This is an optimization exercise on Yosys and OpenROAD, whose aim is small area, not a production implementation.
At most, simulation tests tie the RTL to the original design; equivalence was not proved.

// matched_filter_despreader_sync
module matched_filter_despreader_sync (sample_i, sample_q, input_sample_valid,clk,reset,
										despread_sample_i, despread_sample_q, despread_sample_valid);
==> flow/config.mk <==
export PLATFORM = sky130hd
export DESIGN_NAME = matched_filter_despreader_sync
export DESIGN_NICKNAME = matched_filter_despreader_sync
export VERILOG_FILES = /design/flow/design.v
export SDC_FILE = /design/flow/constraint.sdc
export NUM_CORES = 4
export LEC_CHECK = 0
export ABC_AREA = 1
export CAP_MARGIN = 20
export CORE_MARGIN = 2
export CORE_UTILIZATION = 85
export SLEW_MARGIN = 20
export SYNTH_HIERARCHICAL = 1
==> flow/constraint.sdc <==
create_clock -name core_clock -period 10.0 [get_ports {clk}]
set_input_delay 2.0000 -clock core_clock [delete_from_list [all_inputs] [get_ports {clk}]]
set_output_delay 2.0000 -clock core_clock [all_outputs]
set_load 0.01 [all_outputs]
standard.sh (not shown) runs the stock make flow with config.mk's settings and CLKGATE_MAP_FILE= SYNTH_SCRIPT=/design/flow/synth_recipe.tcl, a recipe that flattens the netlist after the stock synthesis.
==> flow/flow/run.sh <==
#!/bin/bash
# Own flow: the standard layout, with a leaner clock tree (no dummy loads,
# clusters of about 16 sinks per clkbuf_8) and the smallest buffer on each port.
# The ORFS output goes to standard.log in this folder.
export CTS_ARGS="-sink_clustering_enable -repair_clock_nets -dont_use_dummy_load -buf_list sky130_fd_sc_hd__clkbuf_8 -sink_clustering_size 16 -sink_clustering_max_diameter 50"
export BUFFER_PORTS_ARGS="-buffer_cell sky130_fd_sc_hd__buf_1"
bash standard.sh > standard.log 2>&1
Then changed:
--- a/flow/config.mk
+++ b/flow/config.mk
@@ -7,6 +7,5 @@
 export LEC_CHECK = 0
-export ABC_AREA = 1
 export CAP_MARGIN = 20
 export CORE_MARGIN = 2
-export CORE_UTILIZATION = 85
+export CORE_UTILIZATION = 75
 export SLEW_MARGIN = 20
The changed run finished clean.
Synthesized area fell by a few percent.
Core utilization is lower by 9.6 points.
Cell area shrinks by a few percent.
Global-route usage drops by 12 points.
Non-clock buffer count increases by 8.

## JK
Another version of the RTL of matched_filter_despreader_sync (not shown whole).
Size in the first run: roughly 2300 cells after synthesis, about 680 flip-flops, ~100 I/O pins, about 31000 sq um of cells after synthesis.
// matched_filter_despreader_sync
module matched_filter_despreader_sync (sample_i, sample_q, input_sample_valid,clk,reset,
										despread_sample_i, despread_sample_q, despread_sample_valid);
==> flow/config.mk <==
export PLATFORM = sky130hd
export DESIGN_NAME = matched_filter_despreader_sync
export DESIGN_NICKNAME = matched_filter_despreader_sync
export VERILOG_FILES = /design/flow/design.v
export SDC_FILE = /design/flow/constraint.sdc
export NUM_CORES = 4
export LEC_CHECK = 0
export CAP_MARGIN = 20
export CORE_MARGIN = 2
export CORE_UTILIZATION = 60
export SLEW_MARGIN = 20
export SYNTH_HIERARCHICAL = 1
==> flow/constraint.sdc <==
create_clock -name core_clock -period 10.0 [get_ports {clk}]
set_input_delay 2.0000 -clock core_clock [delete_from_list [all_inputs] [get_ports {clk}]]
set_output_delay 2.0000 -clock core_clock [all_outputs]
set_load 0.01 [all_outputs]
Scripts as last shown in full above: flow/flow/run.sh
Here is what was changed in the inputs of MS compared with JK.
# JK
export LEC_CHECK = 0
export CAP_MARGIN = 20
export CORE_MARGIN = 2
export CORE_UTILIZATION = 60
export SLEW_MARGIN = 20
export SYNTH_HIERARCHICAL = 1
create_clock -name core_clock -period 10.0 [get_ports {clk}]
# MS
export LEC_CHECK = 0
export CAP_MARGIN = 20
export CORE_MARGIN = 2
export CORE_UTILIZATION = 75
export SLEW_MARGIN = 20
export SYNTH_HIERARCHICAL = 1
create_clock -name core_clock -period 10.0 [get_ports {clk}]
==> comparison <==
- Looking at the reports, MS completed the entire flow and the layout it produced met the timing, DRC and antenna checks.
- Area added between synthesis and finish was higher in JK than in MS.
- Diff JK -> MS: worst setup slack after layout picked up an extra 0.11 ns; wire length increased by 3.6% relative to the old numbers.
- Endpoint of the most critical setup path: ti[14] -> MS, tq[14] -> JK

Another version of the RTL of matched_filter_despreader_sync (not shown whole).
For scale: roughly 2,300 cells after synthesis, about 680 flip-flops, roughly 100 I/O pins, roughly 30,000 um2 of cells after synthesis.
clock: 10.0 ns
lec_check: 0
cap_margin: 20
core_margin: 2
core_utilization: 90
slew_margin: 20
synth_hierarchical: 1
Scripts as last shown in full above: flow/flow/run.sh
The baseline reached the layout checks and failed them: setup timing.
Next try:
==> flow/flow/run.sh (replaced) <==
#!/bin/bash
# Own flow: the standard layout, with a leaner clock tree (no dummy loads,
# clusters of about 14 sinks per clkbuf_8) and the smallest buffer on each port.
# The ORFS output goes to standard.log in this folder.
export CTS_ARGS="-sink_clustering_enable -repair_clock_nets -dont_use_dummy_load -buf_list sky130_fd_sc_hd__clkbuf_8 -sink_clustering_size 14 -sink_clustering_max_diameter 45"
export BUFFER_PORTS_ARGS="-buffer_cell sky130_fd_sc_hd__buf_1"
bash standard.sh > standard.log 2>&1
Settings changed: CORE_UTILIZATION 90 to 85.
=>
- Now the flow completed with no timing, DRC or antenna violations
- routed wire length drops by 24%
- clock skew goes up by 0.0058 ns
- die area rose by 5.8%
- final area barely changes
- area after synthesis does not change
- sequential share of layout area went down by 0.12 points

Another version of the RTL of matched_filter_despreader_sync (not shown whole).
Size: about 2400 cells after synthesis, ~680 flip-flops, roughly 100 I/O pins, ~32000 µm² of cells after synthesis.
Settings: LEC_CHECK=0, CAP_MARGIN=20, CORE_MARGIN=2, CORE_UTILIZATION=60, SLEW_MARGIN=20, SYNTH_HIERARCHICAL=1; clock period 10.0 ns.
==> flow/flow/run.sh <==
#!/bin/bash
export CTS_ARGS="-sink_clustering_enable -repair_clock_nets -dont_use_dummy_load -buf_list sky130_fd_sc_hd__clkbuf_8 -sink_clustering_size 20 -sink_clustering_max_diameter 60"
bash standard.sh > standard.log 2>&1
The starting point finished clean.
Change:
==> flow/run.sh (new file) <==
#!/bin/bash
# synth_recipe.tcl (not shown) runs the flow's synth.tcl, then flattens the netlist and writes it again
# the make line also repeats each setting of config.mk as NAME=value (left out here)
make -C /OpenROAD-flow-scripts/flow DESIGN_CONFIG=/design/flow/config.mk WORK_HOME=/design/flow/orfs CLKGATE_MAP_FILE= SYNTH_SCRIPT=/design/flow/synth_recipe.tcl finish
CTS_BUF_LIST = sky130_fd_sc_hd__clkbuf_4   (was default)
CTS_CLUSTER_SIZE = 30   (was default)
removed: flow/flow/run.sh
removed: flow/standard.sh
Effect:
- The changed run finished with timing, DRC and antenna clean
- synthesized area stays the same
- die area is unchanged
- non-clock buffer count rises by 1
- count of clock-buffer cells in the layout increases by 186
- clock skew went down by 20 ps
- cell area came out higher by about 4.4%
- global-route usage is higher by 1.1 points
- worst hold slack improved by 5.5 ps
- synthesized cell count stays the same
Change:
CTS_BUF_LIST = default   (was sky130_fd_sc_hd__clkbuf_4)
CTS_CLUSTER_SIZE = default   (was 30)
Maximum frequency is about the same.
Synthesized area is unchanged.
Final cell count is lower by about 5%.
Change:
==> flow/flow/run.sh (new file) <==
#!/bin/bash
export CTS_ARGS="-sink_clustering_enable -repair_clock_nets -dont_use_dummy_load -buf_list sky130_fd_sc_hd__clkbuf_8"
bash standard.sh > standard.log 2>&1
==> flow/standard.sh (new file) <==
#!/bin/bash
# synth_recipe.tcl (not shown) runs the flow's synth.tcl, then flattens the netlist and writes it again
# the make line also repeats each setting of config.mk as NAME=value (left out here)
make -C /OpenROAD-flow-scripts/flow DESIGN_CONFIG=/design/flow/config.mk WORK_HOME=/design/flow/orfs CLKGATE_MAP_FILE= SYNTH_SCRIPT=/design/flow/synth_recipe.tcl "${@:-finish}"
removed: flow/run.sh
Effect: Design area came out lower by 2.7%; register-to-register slack barely changes; first-iteration DRC count came out higher by 2.6%; via count came out higher by 0.34%; non-clock buffer count is unchanged; sequential cell count is unchanged; core utilization came out lower by 1.8 points; die area is unchanged; maximum frequency is about the same.
No functional check of the RTL was part of any run of this note.

matched_filter_despreader_sync with an RTL version that a note above also has.
Size in the first run: about 2300 cells after synthesis, roughly 680 flip-flops.
export LEC_CHECK = 0
export CAP_MARGIN = 20
export CORE_MARGIN = 2
export CORE_UTILIZATION = 60
export SLEW_MARGIN = 20
export SYNTH_HIERARCHICAL = 1
create_clock -name core_clock -period 10.0 [get_ports {clk}]
==> flow/flow/run.sh <==
#!/bin/bash
# Own flow: the standard layout, with a leaner clock tree (no dummy loads,
# clusters of about 12 sinks per clkbuf_4) and the smallest buffer on each port.
# The ORFS output goes to standard.log in this folder.
export CTS_ARGS="-sink_clustering_enable -repair_clock_nets -dont_use_dummy_load -buf_list sky130_fd_sc_hd__clkbuf_4 -sink_clustering_size 12 -sink_clustering_max_diameter 40"
export BUFFER_PORTS_ARGS="-buffer_cell sky130_fd_sc_hd__buf_1"
bash standard.sh > standard.log 2>&1
Rerun with:
==> flow/flow/run.sh (replaced) <==
#!/bin/bash
# Own flow: the standard layout, with a leaner clock tree (no dummy loads,
# clusters of about 30 sinks per clkbuf_16) and the smallest buffer on each port.
# The ORFS output goes to standard.log in this folder.
export CTS_ARGS="-sink_clustering_enable -repair_clock_nets -dont_use_dummy_load -buf_list sky130_fd_sc_hd__clkbuf_16 -sink_clustering_size 30 -sink_clustering_max_diameter 80"
export BUFFER_PORTS_ARGS="-buffer_cell sky130_fd_sc_hd__buf_1"
bash standard.sh > standard.log 2>&1
The changed run finished with timing, DRC and antenna clean.
Global-route usage went down by 0.28 points.
Cell count went down by about 1.7%.
Utilization went up by 0.48 points.
Die area is unchanged.

## run E
Another version of the RTL of matched_filter_despreader_sync (not shown whole).
For scale: ~2,200 cells after synthesis, ~680 flip-flops, about 30,000 µm² of cells after synthesis.
export LEC_CHECK = 0
export CAP_MARGIN = 20
export CORE_MARGIN = 2
export CORE_UTILIZATION = 85
export SLEW_MARGIN = 20
export SYNTH_HIERARCHICAL = 1
create_clock -name core_clock -period 10.0 [get_ports {clk}]
==> flow/flow/run.sh <==
#!/bin/bash
# Own flow: the standard layout, with a leaner clock tree (no dummy loads,
# clusters of about 16 sinks per clkbuf_8) and the smallest buffer on each port.
# The ORFS output goes to standard.log in this folder.
export CTS_ARGS="-sink_clustering_enable -repair_clock_nets -dont_use_dummy_load -buf_list sky130_fd_sc_hd__clkbuf_8 -sink_clustering_size 16 -sink_clustering_max_diameter 50"
export BUFFER_PORTS_ARGS="-buffer_cell sky130_fd_sc_hd__buf_1"
bash standard.sh > standard.log 2>&1
### run E -> run B
==> flow/flow/run.sh <==
#!/bin/bash
# Own flow: the standard layout, with a leaner clock tree (no dummy loads,
# clusters of about 26 sinks per clkbuf_16) and the smallest buffer on each port.
# The ORFS output goes to standard.log in this folder.
export CTS_ARGS="-sink_clustering_enable -repair_clock_nets -dont_use_dummy_load -buf_list sky130_fd_sc_hd__clkbuf_16 -sink_clustering_size 26 -sink_clustering_max_diameter 60"
export BUFFER_PORTS_ARGS="-buffer_cell sky130_fd_sc_hd__buf_1"
bash standard.sh > standard.log 2>&1
### Flow results
- Taking run E as the reference point, the first-pass GRT wire length of run B rises by about 7%.
- Comparing run E and run B, the higher count of clock-buffer cells in the layout is on run E.
- Going from run E to run B, fraction of area in non-clock buffers ~0 delta, slew at the pin closest to its max-slew limit +7.4 ps.
- Of run E and run B, the run reporting the lower arrival time of data at the critical path endpoint was run E.
- On fmax, run E beats run B.
- The higher global-route usage of run E and run B is in run B.
- The part of the cycle the worst path needs of run B exceeds that of run E by 1.4 points.

==> re-timing with driven ports <==
How much do the figures lean on ideal ports? The routed layouts below were timed once more, with nothing changed but the port constraints.
Step 1 sets driving cells, clkbuf_16 on the clock port and buf_2 on the other inputs (assumed; they add their load-dependent delay and slew).
Step 2 times the ports against the registers' clock, not the clock port: input delays grow and output delays shrink by t, the midpoint of the rising clock arrivals with the driver on.
Slacks: ideal ports / drivers / drivers and shift; pairs: ideal ports / drivers.
run | t (ns) | slack for setup (ns) | clock arrival spread, ns
the first run of note 1 | 0.733 | 0.958 / 0.958 / 0.958 | 0.116 / 0.116
the second run of note 1 | 0.694 | 0.693 / 0.693 / 0.693 | 0.079 / 0.080
JK | 0.726 | 0.546 / 0.546 / 0.546 | 0.099 / 0.099
MS | 0.707 | 0.659 / 0.659 / 0.659 | 0.092 / 0.092
the first run of note 3 | 0.716 | -0.005 / -0.005 / -0.005 | 0.070 / 0.070
the second run of note 3 | 0.710 | 0.565 / 0.565 / 0.565 | 0.075 / 0.076
the first run of note 4 | 0.689 | 0.942 / 0.942 / 0.942 | 0.089 / 0.090
the second run of note 4 | 1.022 | 0.883 / 0.883 / 0.883 | 0.071 / 0.071
the third run of note 4 | 0.663 | 0.892 / 0.892 / 0.892 | 0.022 / 0.022
the fourth run of note 4 | 0.718 | 0.886 / 0.886 / 0.886 | 0.074 / 0.074
the first run of note 5 | 0.863 | 0.532 / 0.532 / 0.532 | 0.122 / 0.123
the second run of note 5 | 0.615 | 0.552 / 0.552 / 0.552 | 0.097 / 0.098
run E | 0.689 | 0.519 / 0.519 / 0.519 | 0.066 / 0.067
run B | 0.601 | 0.378 / 0.378 / 0.378 | 0.073 / 0.073
